Background: an optimization exercise with open tools, aiming at small area, a short achievable clock period and few clock cycles per item. Do not read the settings as production practice.
Only the layout flow was run in this run; the RTL was not checked for function there.
No activity file was given, so power comes from the tool's default toggle rates.

===== design/flow/run.sh =====
#!/bin/bash
# synth_recipe.tcl (not shown) runs the flow's synth.tcl, then flattens the netlist and writes it again
# the make line also repeats each setting of config.mk as NAME=value (left out here)
make -C /OpenROAD-flow-scripts/flow DESIGN_CONFIG=/design/flow/config.mk WORK_HOME=/design/flow/orfs CLKGATE_MAP_FILE= SYNTH_SCRIPT=/design/flow/synth_recipe.tcl finish

===== design/flow/config.mk =====
export PLATFORM = sky130hd
export DESIGN_NAME = rasterizer
export DESIGN_NICKNAME = rasterizer
export VERILOG_FILES = /design/flow/design.v
export SDC_FILE = /design/flow/constraint.sdc
export NUM_CORES = 8
export LEC_CHECK = 0
export CAP_MARGIN = 20
export CORE_MARGIN = 2
export CORE_UTILIZATION = 40
export SLEW_MARGIN = 20

===== design/flow/constraint.sdc =====
create_clock -name core_clock -period 16.0 [get_ports {clk}]
set_input_delay 3.2000 -clock core_clock [delete_from_list [all_inputs] [get_ports {clk}]]
set_output_delay 3.2000 -clock core_clock [all_outputs]
set_load 0.01 [all_outputs]

===== design/flow/design.v =====
module edge_function (
    input  wire [21:0] s,       
    input  wire        dbl,     
    input  wire        clr,     
    input  wire [10:0] a,       
    input  wire [10:0] b,       
    input  wire [10:0] m,       
    input  wire        sa,      
    input  wire        sa2,     
    input  wire        sb,      
    input  wire        sm,      
    input  wire        inv,     
    input  wire        cin,     
    output wire [21:0] sum
);
    wire [21:0] p = clr ? 22'd0 : dbl ? {s[20:0], 1'b0} : s;
    wire [11:0] x = ({12{sa}} & {a[10], a}) | ({12{sa2}} & {a, 1'b0}) |
                    ({12{sb}} & {b[10], b}) | ({12{sm}}  & {m[10], m});
    wire [11:0] q = inv ? ~x : x;
    wire [12:0] lo = {1'b0, p[11:0]} + {1'b0, q} + {12'd0, cin};
    wire c  = lo[12];
    wire qs = q[11];
    wire [9:0] ph = p[21:12];
    wire [9:0] hi = (c & ~qs) ? ph + 10'd1 : (~c & qs) ? ph - 10'd1 : ph;
    assign sum = {hi, lo[11:0]};
endmodule
module rasterizer (
    input  wire        clk,
    input  wire        rst_n,
    input  wire [9:0]  v0_x,
    input  wire [9:0]  v0_y,
    input  wire [9:0]  v1_x,
    input  wire [9:0]  v1_y,
    input  wire [9:0]  v2_x,
    input  wire [9:0]  v2_y,
    input  wire [23:0] color,
    input  wire        start,
    output reg         busy,
    output reg         done,
    output reg  [18:0] fb_addr,
    output reg  [23:0] fb_data,
    output reg         fb_write
);
reg [10:0] A0, A1, A2, B0, B1, Bn2;
reg [5:0]  cA, cB;      
function [6:0] sublo;    
    input [9:0] a, b;
    sublo = {1'b0, a[5:0]} + {1'b0, ~b[5:0]} + 7'd1;
endfunction
function [4:0] subhi;    
    input [9:0] a, b;
    input c;
    subhi = {1'b0, a[9:6]} + {1'b1, ~b[9:6]} + {4'd0, c};
endfunction
wire [6:0] lA0 = sublo(v0_y, v1_y), lA1 = sublo(v1_y, v2_y), lA2 = sublo(v2_y, v0_y);
wire [6:0] lB0 = sublo(v1_x, v0_x), lB1 = sublo(v2_x, v1_x), lB2 = sublo(v2_x, v0_x);
always @(posedge clk) begin
    fb_data <= color;
    A0[5:0] <= lA0[5:0];  cA[0] <= lA0[6];  A0[10:6] <= subhi(v0_y, v1_y, cA[0]);
    A1[5:0] <= lA1[5:0];  cA[1] <= lA1[6];  A1[10:6] <= subhi(v1_y, v2_y, cA[1]);
    A2[5:0] <= lA2[5:0];  cA[2] <= lA2[6];  A2[10:6] <= subhi(v2_y, v0_y, cA[2]);
    B0[5:0] <= lB0[5:0];  cB[0] <= lB0[6];  B0[10:6] <= subhi(v1_x, v0_x, cB[0]);
    B1[5:0] <= lB1[5:0];  cB[1] <= lB1[6];  B1[10:6] <= subhi(v2_x, v1_x, cB[1]);
    Bn2[5:0] <= lB2[5:0]; cB[2] <= lB2[6];  Bn2[10:6] <= subhi(v2_x, v0_x, cB[2]);
end
reg ph_s0, ph_s1, ph_horn, ph_bias, ph_walkl, ph_walku, ph_trav;
reg k_sweep;    
reg k_out;      
reg k_end;      
reg k_rev;      
reg k_seek;     
reg k_down;     
reg s_fwd, s_seek, s_rev, s_down, s_walkl, s_walku;
reg [21:0] S0, S1, S2;              
reg [9:0] x, y, X1, Y1;
reg [3:0] k;
reg       hb1, hb2, first;          
reg       o;                        
reg       d;                        
reg       nomove;                   
reg       atX1;
reg [2:0] wR, wL, zA;               
reg [2:0] c_a, c_a2, c_b, c_m, c_inv, c_cin;
reg       c_dbl, c_clr, c_bias;
wire zA0 = (A0 == 11'd0);
wire zA1 = (A1 == 11'd0);
wire zA2 = (A2 == 11'd0);
wire lt01 = A0[10] | (zA0 & ~B0[10]);      
wire lt12 = A1[10] | (zA1 & ~B1[10]);      
wire lt20 = A2[10] | (zA2 & Bn2[10]);      
wire t0 = lt01 & ~lt20;
wire t1 = lt12 & ~lt01;
wire t2 = lt20 & ~lt12;
wire mx01 = ~B0[10];
wire [9:0] maxx = mx01 ? (B1[10] ? v1_x : v2_x) : (Bn2[10] ? v0_x : v2_x);
wire my01 = A0[10];
wire [9:0] maxy = my01 ? (A1[10] ? v2_y : v1_y) : (A2[10] ? v0_y : v2_y);
wire [9:0] maxx_c = (maxx[9] & (maxx[8] | maxx[7])) ? 10'd639 : maxx;
wire [9:0] maxy_c = (maxy[9] | (maxy[8] & maxy[7] & maxy[6] & maxy[5])) ? 10'd479 : maxy;
wire [9:0] xt = ({10{t0}} & v0_x) | ({10{t1}} & v1_x) | ({10{t2}} & v2_x);
wire [9:0] yt = ({10{t0}} & v0_y) | ({10{t1}} & v1_y) | ({10{t2}} & v2_y);
wire [9:0] hb = (B0[9:0] ^ {10{B0[10]}}) | (Bn2[9:0] ^ {10{Bn2[10]}});
reg  [3:0] k0;
always @(*) begin
    k0 = 4'd0;
    if (hb[0]) k0 = 4'd1;
    if (hb[1]) k0 = 4'd2;
    if (hb[2]) k0 = 4'd3;
    if (hb[3]) k0 = 4'd4;
    if (hb[4]) k0 = 4'd5;
    if (hb[5]) k0 = 4'd6;
    if (hb[6]) k0 = 4'd7;
    if (hb[7]) k0 = 4'd8;
    if (hb[8]) k0 = 4'd9;
    if (hb[9]) k0 = 4'd10;
end
wire [3:0] kn = ph_s1 ? k0 : k - 4'd1;
wire [10:0] hm = ({11{hb1 & ~hb2}} & A2) | ({11{~hb1 & hb2}} & A0) | ({11{hb1 & hb2}} & A1);
wire hneg = (hb1 & hb2) ^ first;
wire bias_o = S0[21] | S1[21] | S2[21];
wire bi = c_bias & bias_o;
wire [21:0] T0, T1, T2;
edge_function ef0 (.s(S0), .dbl(c_dbl), .clr(c_clr), .a(A0), .b(B0),  .m(hm),
    .sa(c_a[0]), .sa2(c_a2[0]), .sb(c_b[0]), .sm(c_m[0] & (hb1 | hb2)),
    .inv(c_inv[0] | (c_m[0] & hneg) | bi), .cin(c_cin[0] | (c_m[0] & hneg)), .sum(T0));
edge_function ef1 (.s(S1), .dbl(c_dbl), .clr(c_clr), .a(A1), .b(B1),  .m(hm),
    .sa(c_a[1]), .sa2(c_a2[1]), .sb(c_b[1]), .sm(c_m[1] & (hb1 | hb2)),
    .inv(c_inv[1] | (c_m[1] & hneg) | bi), .cin(c_cin[1] | (c_m[1] & hneg)), .sum(T1));
edge_function ef2 (.s(S2), .dbl(c_dbl), .clr(c_clr), .a(A2), .b(Bn2), .m(hm),
    .sa(c_a[2]), .sa2(c_a2[2]), .sb(c_b[2]), .sm(c_m[2] & (hb1 | hb2)),
    .inv(c_inv[2] | (c_m[2] & hneg) | bi), .cin(c_cin[2] | (c_m[2] & hneg)), .sum(T2));
wire v0 = T0[21] ^ o;
wire v1 = T1[21] ^ o;
wire v2 = T2[21] ^ o;
wire insT = ~(v0 | v1 | v2);
wire rT = (v0 & wR[0]) | (v1 & wR[1]) | (v2 & wR[2]);
wire lT = (v0 & wL[0]) | (v1 & wL[1]) | (v2 & wL[2]);
wire zT = (v0 & zA[0]) | (v1 & zA[1]) | (v2 & zA[2]);
wire atY1 = (y == Y1);
wire insS = ((S0[21] ^ o) | (S1[21] ^ o) | (S2[21] ^ o)) == 1'b0;
wire [9:0] x_n = s_walkl ? x - 10'd1 :
                 (s_fwd | s_seek | s_rev) ? (c_inv[0] ? (c_a2[0] ? x - 10'd2 : x - 10'd1)
                                                      : (c_a2[0] ? x + 10'd2 : x + 10'd1)) : x;
wire atX1_n = (x_n == X1);
wire ylim = y[9] | (y[8] & y[7] & y[6] & y[5]);
wire walkl_last = ph_walkl & (x == 10'd640);
wire walku_last = ph_walku & (y == 10'd480);
wire walk_done = (walkl_last & ~ylim) | walku_last;
reg nk_sweep, nk_out, nk_end, nk_rev, nk_seek, nk_down, d_n, fin;
always @(*) begin
    nk_sweep = 1'b0; nk_out = 1'b0; nk_end = 1'b0; nk_rev = 1'b0; nk_seek = 1'b0; nk_down = 1'b0;
    d_n = d;
    fin = 1'b0;
    if (ph_bias) begin
        d_n = 1'b1;
        nk_sweep = 1'b1;
    end else if (walk_done) begin
        if (insT) nk_sweep = 1'b1;
        else if ((rT & lT) | zT | nomove | ph_walku) nk_down = 1'b1;
        else begin nk_seek = 1'b1; d_n = rT; end
    end else if (ph_trav) begin
        if (s_down) begin
            if (atY1) fin = 1'b1;
            else if (insT) nk_out = 1'b1;
            else if ((rT & lT) | zT) nk_down = 1'b1;
            else begin nk_seek = 1'b1; d_n = rT; end
        end else if (s_rev) begin
            d_n = ~d;
            if (insT) nk_sweep = 1'b1;
            else if (atY1) fin = 1'b1;
            else nk_end = 1'b1;
        end else if (s_seek) begin
            if (insT) nk_sweep = 1'b1;
            else if (zT | (d ? lT : rT)) begin
                if (atY1) fin = 1'b1; else nk_down = 1'b1;
            end else nk_seek = 1'b1;
        end else begin  
            if (insT) begin nk_sweep = k_sweep; nk_out = k_out; end
            else if (k_out) nk_rev = 1'b1;
            else if (atY1) fin = 1'b1;
            else nk_end = 1'b1;
        end
    end
end
wire nph_s0    = ~busy & start;
wire nph_horn  = ph_s1 | (ph_horn & (k != 4'd0));
wire nph_bias  = ph_horn & (k == 4'd0);
wire bias_wl   = x[9] & (x[8] | x[7]);
wire nph_walkl = (ph_bias & bias_wl) | (ph_walkl & ~(x == 10'd640));
wire nph_walku = (ph_bias & ~bias_wl & ylim) | (walkl_last & ylim) | (ph_walku & ~walku_last);
wire nph_trav  = ((ph_bias & ~bias_wl & ~ylim) | walk_done | ph_trav) & ~fin;
wire nomove_n  = ph_walku | (nomove & ~ph_s1);
wire blocked_n = nomove_n | (d_n & atX1_n);
wire ns_fwd    = nph_trav & (nk_sweep | nk_out | nk_seek) & ~blocked_n;
wire ns_fwdi   = nph_trav & (nk_sweep | nk_out) & ~blocked_n;
wire ns_seek   = nph_trav & nk_seek & ~blocked_n;
wire ns_rev1   = nph_trav & nk_out & blocked_n & ~nomove_n;
wire ns_rev2   = nph_trav & nk_rev;
wire ns_down   = nph_trav & ((nk_sweep & blocked_n) | nk_end | nk_down | (nk_seek & blocked_n) |
                             (nk_out & nomove_n));
wire ns_aneg   = (ns_fwd & ~d_n) | ((ns_rev1 | ns_rev2) & d_n) | nph_walkl;
wire ns_a      = ns_fwd | ns_rev1 | ns_rev2 | nph_walkl;
wire ns_two    = ns_rev2 & ~(~d_n & atX1);
always @(posedge clk or negedge rst_n) begin
    if (!rst_n) begin
        busy     <= 1'b0;
        done     <= 1'b0;
        fb_write <= 1'b0;
        ph_s0 <= 1'b0; ph_s1 <= 1'b0; ph_horn <= 1'b0; ph_bias <= 1'b0;
        ph_walkl <= 1'b0; ph_walku <= 1'b0; ph_trav <= 1'b0;
    end else begin
        done     <= fin;
        busy     <= busy ? ~fin : start;
        fb_write <= ph_trav & insS;
        ph_s0 <= nph_s0; ph_s1 <= ph_s0; ph_horn <= nph_horn; ph_bias <= nph_bias;
        ph_walkl <= nph_walkl; ph_walku <= nph_walku; ph_trav <= nph_trav;
    end
end
always @(posedge clk) begin
    k_sweep <= nk_sweep; k_out <= nk_out; k_end <= nk_end;
    k_rev <= nk_rev; k_seek <= nk_seek; k_down <= nk_down;
    s_fwd  <= ns_fwdi;
    s_seek <= ns_seek;
    s_rev  <= ns_rev1 | ns_rev2;
    s_down <= ns_down;
    s_walkl <= nph_walkl;
    s_walku <= nph_walku;
    c_a   <= {3{ns_a & ~ns_two}};
    c_a2  <= {3{ns_two}};
    c_b   <= {3{ns_down | nph_walku}};
    c_inv <= {3{ns_aneg}} | {ns_down, {2{nph_walku}}};
    c_cin <= {3{ns_aneg}} | {ns_down, {2{nph_walku}}};
    c_m   <= {3{nph_horn}} & {t1, t0, t2};
    c_dbl <= nph_horn & ~ph_s1;
    c_clr <= ph_s1;
    c_bias <= nph_bias;
    fb_addr <= {y, 9'd0} + {2'd0, y, 7'd0} + {9'd0, x};
    d    <= d_n;
    S0 <= T0;
    S1 <= T1;
    S2 <= T2;
    x <= x_n;
    atX1 <= atX1_n;
    X1 <= maxx_c;
    Y1 <= maxy_c;
    hb1 <= B0[kn];
    hb2 <= Bn2[kn];
    nomove <= nomove_n;
    if (ph_bias) begin
        o  <= bias_o;
        wR <= {~zA2 & (A2[10] == bias_o), ~zA1 & (A1[10] == bias_o), ~zA0 & (A0[10] == bias_o)};
        wL <= {~zA2 & (A2[10] != bias_o), ~zA1 & (A1[10] != bias_o), ~zA0 & (A0[10] != bias_o)};
        zA <= {zA2, zA1, zA0};
    end
    if (ph_s1) begin
        k     <= k0;
        x     <= xt;
        atX1  <= 1'b0;
        y     <= yt;
    end
    if (ph_horn) k <= k - 4'd1;
    first <= ph_s1;
    if (s_walku) y <= y - 10'd1;
    if (s_down) y <= y + 10'd1;
end
endmodule

==> results.txt <==
## metal layers
metal | wire, um | up-vias | global-route usage
li1 | - | 7179 | -
met1 | 22500 | 6903 | 0.298
met2 | 22300 | 464 | 0.353
met3 | 3090 | 103 | 0.0316
met4 | 1600 | 0 | 0.0781
met5 | 0 | - | 0
## kinds of logic after synthesis
kind of cell             share of synthesized area
XOR/XNOR                                     0.102
buffers and inverters                       0.0568
flip-flops                                   0.325
other                                     0.000215
multiplexers                                0.0694
AO/OA/AOI/OAI                                0.194
adder cells (fa/ha/maj)                      0.118
AND/OR/NAND/NOR                              0.134
## registers in the layout, indices dropped and copies added, names as in the netlist, 4 cells and up
signal / count
B1: 11
S1: 22
B0: 11
k: 4
fb_data: 24
A0: 11
x: 10
A1: 11
fb_addr: 19
S0: 22
X1: 10
Y1: 10
y: 10
Bn2: 11
S2: 22
A2: 11
## through the flow
stage / power [W] / setup WS [ns] / hold slack [ns] / instance area (sq um)
6_report: 0.00482 / 9.51 / 0.348 / 20400
5_1_grt: 0.00523 / 9.12 / 0.358 / 20400
4_1_cts: 0.00483 / 9.60 / 0.350 / 20400
3_5_place_dp: 0.00404 / 9.61 / 0.344 / 19300
3_3_place_gp: 0.00398 / 9.68 / 0.337 / 19300
2_1_floorplan: 0.00338 / 9.81 / 0.331 / 17400
## power groups by stage
stage	sequential [W]	clock, W	combinational [W]
floorplan	0.00112	0	0.00226
global placement	0.00126	0	0.00273
detailed placement	0.00126	0	0.00278
CTS	0.00125	0.000782	0.00280
global route	0.00128	0.000807	0.00314
finish	0.00125	0.000762	0.00281
## worst max-delay path by stage
| stage | start | endpoint | cells after the start |
|---|---|---|---|
| 6_report | hb1 | c_cin[2] | 20 |
| 5_1_grt | hb1 | c_cin[2] | 20 |
| 4_1_cts | hb1 | c_cin[2] | 20 |
| 3_5_place_dp | hb1 | c_cin[2] | 20 |
| 3_3_place_gp | c_clr | c_cin[1] | 20 |
| 2_1_floorplan | c_dbl | c_cin[2] | 23 |
## layout by cell type (no fill, tap or decap), types with 43 or more instances in the layout
cell and instances:
sky130_fd_sc_hd__a21o_1 47, sky130_fd_sc_hd__a21oi_1 127, sky130_fd_sc_hd__a222oi_1 43, sky130_fd_sc_hd__clkdlybuf4s50_1 132, sky130_fd_sc_hd__dfxtp_1 233, sky130_fd_sc_hd__ha_1 122
sky130_fd_sc_hd__inv_1 161, sky130_fd_sc_hd__mux2i_1 92, sky130_fd_sc_hd__nand2_1 137, sky130_fd_sc_hd__nor2_1 130, sky130_fd_sc_hd__o21ai_0 92, sky130_fd_sc_hd__xnor2_1 111
sky130_fd_sc_hd__xor2_1 80
## cell type report
type / count / area, sq um / area share
Tap cell: 585 / 732 / 0.0360
Clock buffer: 47 / 982 / 0.0483
Timing Repair Buffer: 147 / 1430 / 0.0704
Sequential cell: 269 / 5680 / 0.279
Clock inverter: 14 / 123 / 0.00602
Multi-Input combinational cell: 1439 / 10800 / 0.530
Inverter: 163 / 612 / 0.0301
==> qor.txt <==
STATUS
--------------------------------------------------------------------------------------
Status                                                                    finished clean

WORST SETUP PATH
--------------------------------------------------------------------------------------
Arrival time reported for the critical path endpoint                           6.98 ns
CP Buf/Inv Count                                                                     1
Sort of element at the start of the critical path                             register
Worst reg2reg startpoint                                                           hb1
Worst r2r path cells                                                                20
Worst-path fanout max                                                               20
CP cell instances                                                         nor2b_1, a22o_1, a222oi_1, xnor2_1, fa_1, fa_1, a21oi_1, nor2_1, o31a_1, a221o_1, mux2i_2, xnor2_4, o221a_1, o22ai_1, o311ai_1, o221ai_1, nand2_1, inv_2, mux2_4, nand3_1
Setup slack on the worst flop-to-flop path                                     9.51 ns
Required time at the endpoint of the critical path                            16.49 ns
Critical Path Sink Type                                                       register
Type of the worst setup path                                                reg -> reg
Slowest cell delay on critical path                                            0.86 ns
Top Family by Delay on Critical Path                                      compound AO/OA/AOI/OAI gates
Dominant cell type by count on the critical path                          sky130_fd_sc_hd__fa_1
Max stage delay cell, worst path                                          sky130_fd_sc_hd__dfxtp_1
Reg-to-Reg End                                                                c_cin[2]

SYNTH
--------------------------------------------------------------------------------------
Net count of the mapped netlist                                                   2197
Unique cell type count in the Yosys netlist                                         96
Synth top area share                                                             0.270
Cell count after synthesis                                                        1962
Area contributors post-synth                                              sky130_fd_sc_hd__dfxtp_1 (27%), sky130_fd_sc_hd__ha_1 (8.7%), sky130_fd_sc_hd__xnor2_1 (5.6%), sky130_fd_sc_hd__mux2i_1 (5.3%), sky130_fd_sc_hd__edfxtp_1 (4.1%)
Most used standard cells in the synthesized netlist                       sky130_fd_sc_hd__dfxtp_1 (235), sky130_fd_sc_hd__inv_1 (161), sky130_fd_sc_hd__nand2_1 (137)
Count of flip-flops with a built-in enable after synthesis                          24
Synthesized flop and latch total                                                   269
Cell with the most instances after synthesis                              sky130_fd_sc_hd__dfxtp_1
Largest area contributor in the synthesized netlist                       sky130_fd_sc_hd__dfxtp_1
Sequential share of the synthesized area                                         0.325
Share of flip-flops with an asynchronous set or reset                           0.0372
Avg Inst Size Synth                                                         8.89 sq um
Netlist Area Pre-Place                                                     17400 sq um
Most common flop cell mapped by yosys                                     sky130_fd_sc_hd__dfxtp_1
Count of warnings emitted by yosys                                                   1

CLOCK TREE
--------------------------------------------------------------------------------------
Number of buffers created by CTS                                                    34
Number of post-CTS setup repair buffers                                              0
Maximum buffer depth of the clock tree                                               3
Total clock sinks                                                                  269
Clock latency reported for the late side of the worst-skew pair                0.55 ns
Hold buffer count at CTS                                                             0
Clock slew at the register clock pins of the worst setup and hold paths        0.06 ns
CTS tree                                                                          done
CTS HTree Levels                                                                     2
Clock tree root driver cell                                               sky130_fd_sc_hd__clkbuf_16
Count of instances resized after the clock tree is built                             0

PLACEMENT
--------------------------------------------------------------------------------------
Number of placed instances with taps included                                     2603
Routability congestion estimate from global placement                            0.905
Hpwl dp                                                                       37500 um
PortBufs                                                                           132

POWER AND IR DROP
--------------------------------------------------------------------------------------
Sequential group share of total power                                            0.259
Pwr/cell area                                                              237 nW/um^2
Internal Dissipation                                                         0.00267 W
Maximum ir drop on the vdd rail                                               0.130 mV
Fraction of power consumed by combinational cells                                0.582
Sw power                                                                     0.00215 W
Power share of the clock group                                                   0.158
Net Sw Frac                                                                      0.446
Leakage                                                                        8.98 nW

DETAILED ROUTING
--------------------------------------------------------------------------------------
Post-detailed-route wirelength per cell                                        18.6 um
Initial DRT Pass Iterations                                                          9
Via count                                                                        14600
Detailed-route wire length                                                    49500 um
Vias per cell                                                                     5.50
First DRT Iteration DRCs                                                          1222
Antenna viol nets, final                                                             0
DRC violation count after routing                                                    0

STA
--------------------------------------------------------------------------------------
Time the final worst path needs with I/O delays and setup                      6.49 ns
Max Transition Viols Final                                                           0
Worst slew pin tran                                                            1.06 ns
Max Clk Rate                                                                   154 MHz
Number of hold violations in the final report                                        0
Final setup TNS                                                                   0 ns
Final worst path period share                                                    0.406
Slew margin rel.                                                                 0.295
Clock skew                                                                   0.0334 ns
Setup Viol. Count Final                                                              0
RSZ-0062 raised after global routing                                             false

GLOBAL ROUTE
--------------------------------------------------------------------------------------
First-pass GRT wire length                                                    77700 um
Vias in the first global route                                                   14100
Global Route Usage Sum                                                           0.219
Remaining global-route overflow                                                      0
Antenna violations before repair                                                     0
Pin count of the biggest net entering global routing                                54

FLOORPLAN
--------------------------------------------------------------------------------------
Count of pins on the block boundary                                                133
Std-Cell Core Area                                                         43100 sq um
Effective utilization at floorplan                                               0.405
Std-Cell Rows                                                                       76
Overall die area                                                           45300 sq um
Chip Width                                                                      213 um
Die H                                                                           213 um

FINAL LAYOUT
--------------------------------------------------------------------------------------
Nets                                                                              2289
End-of-flow core utilization                                                     0.473
Filler cells                                                                      4087
Post-Layout Cell Count                                                            2664
Number of antenna repair diodes                                                      0
Area Growth Syn to Fin                                                           16.7%
Fraction of final layout cells sized beyond drive strength 1                    0.0630

HOLD PATH
--------------------------------------------------------------------------------------
Number of instances on the worst hold path                                           0
Start point of the worst min-delay path                                          ph_s0
Kind of path behind the tightest hold check                                 reg -> reg
Endpoint of the worst hold path                                                  ph_s1

JOB
--------------------------------------------------------------------------------------
MaxCap Viol Count                                                                    0

separate check: timing with driven ports:
No port has a modelled driver above. Below, the same layout with a new extraction and two added sets of constraints.
Step 1 (the two cells are an assumption about what drives the block):
set clk [get_ports {clk}]
set_driving_cell -lib_cell sky130_fd_sc_hd__clkbuf_16 $clk
set_driving_cell -lib_cell sky130_fd_sc_hd__buf_2 [delete_from_list [all_inputs] $clk]
Step 2 times the ports against the registers' clock, not the clock port: input delays grow and output delays shrink by t, the midpoint of the rising clock arrivals with the driver on.
Three values: no drivers, after step 1, after step 2; two values: the first two.
t (ns): 0.591
slack for setup (ns): 9.511 / 9.511 / 9.511
clock arrival spread, ns: 0.034 / 0.033
After both steps setup and hold are still met in this run. For this run, drivers alone change the setup slack by 0.000 ns; drivers and shift together by 0.000 ns.
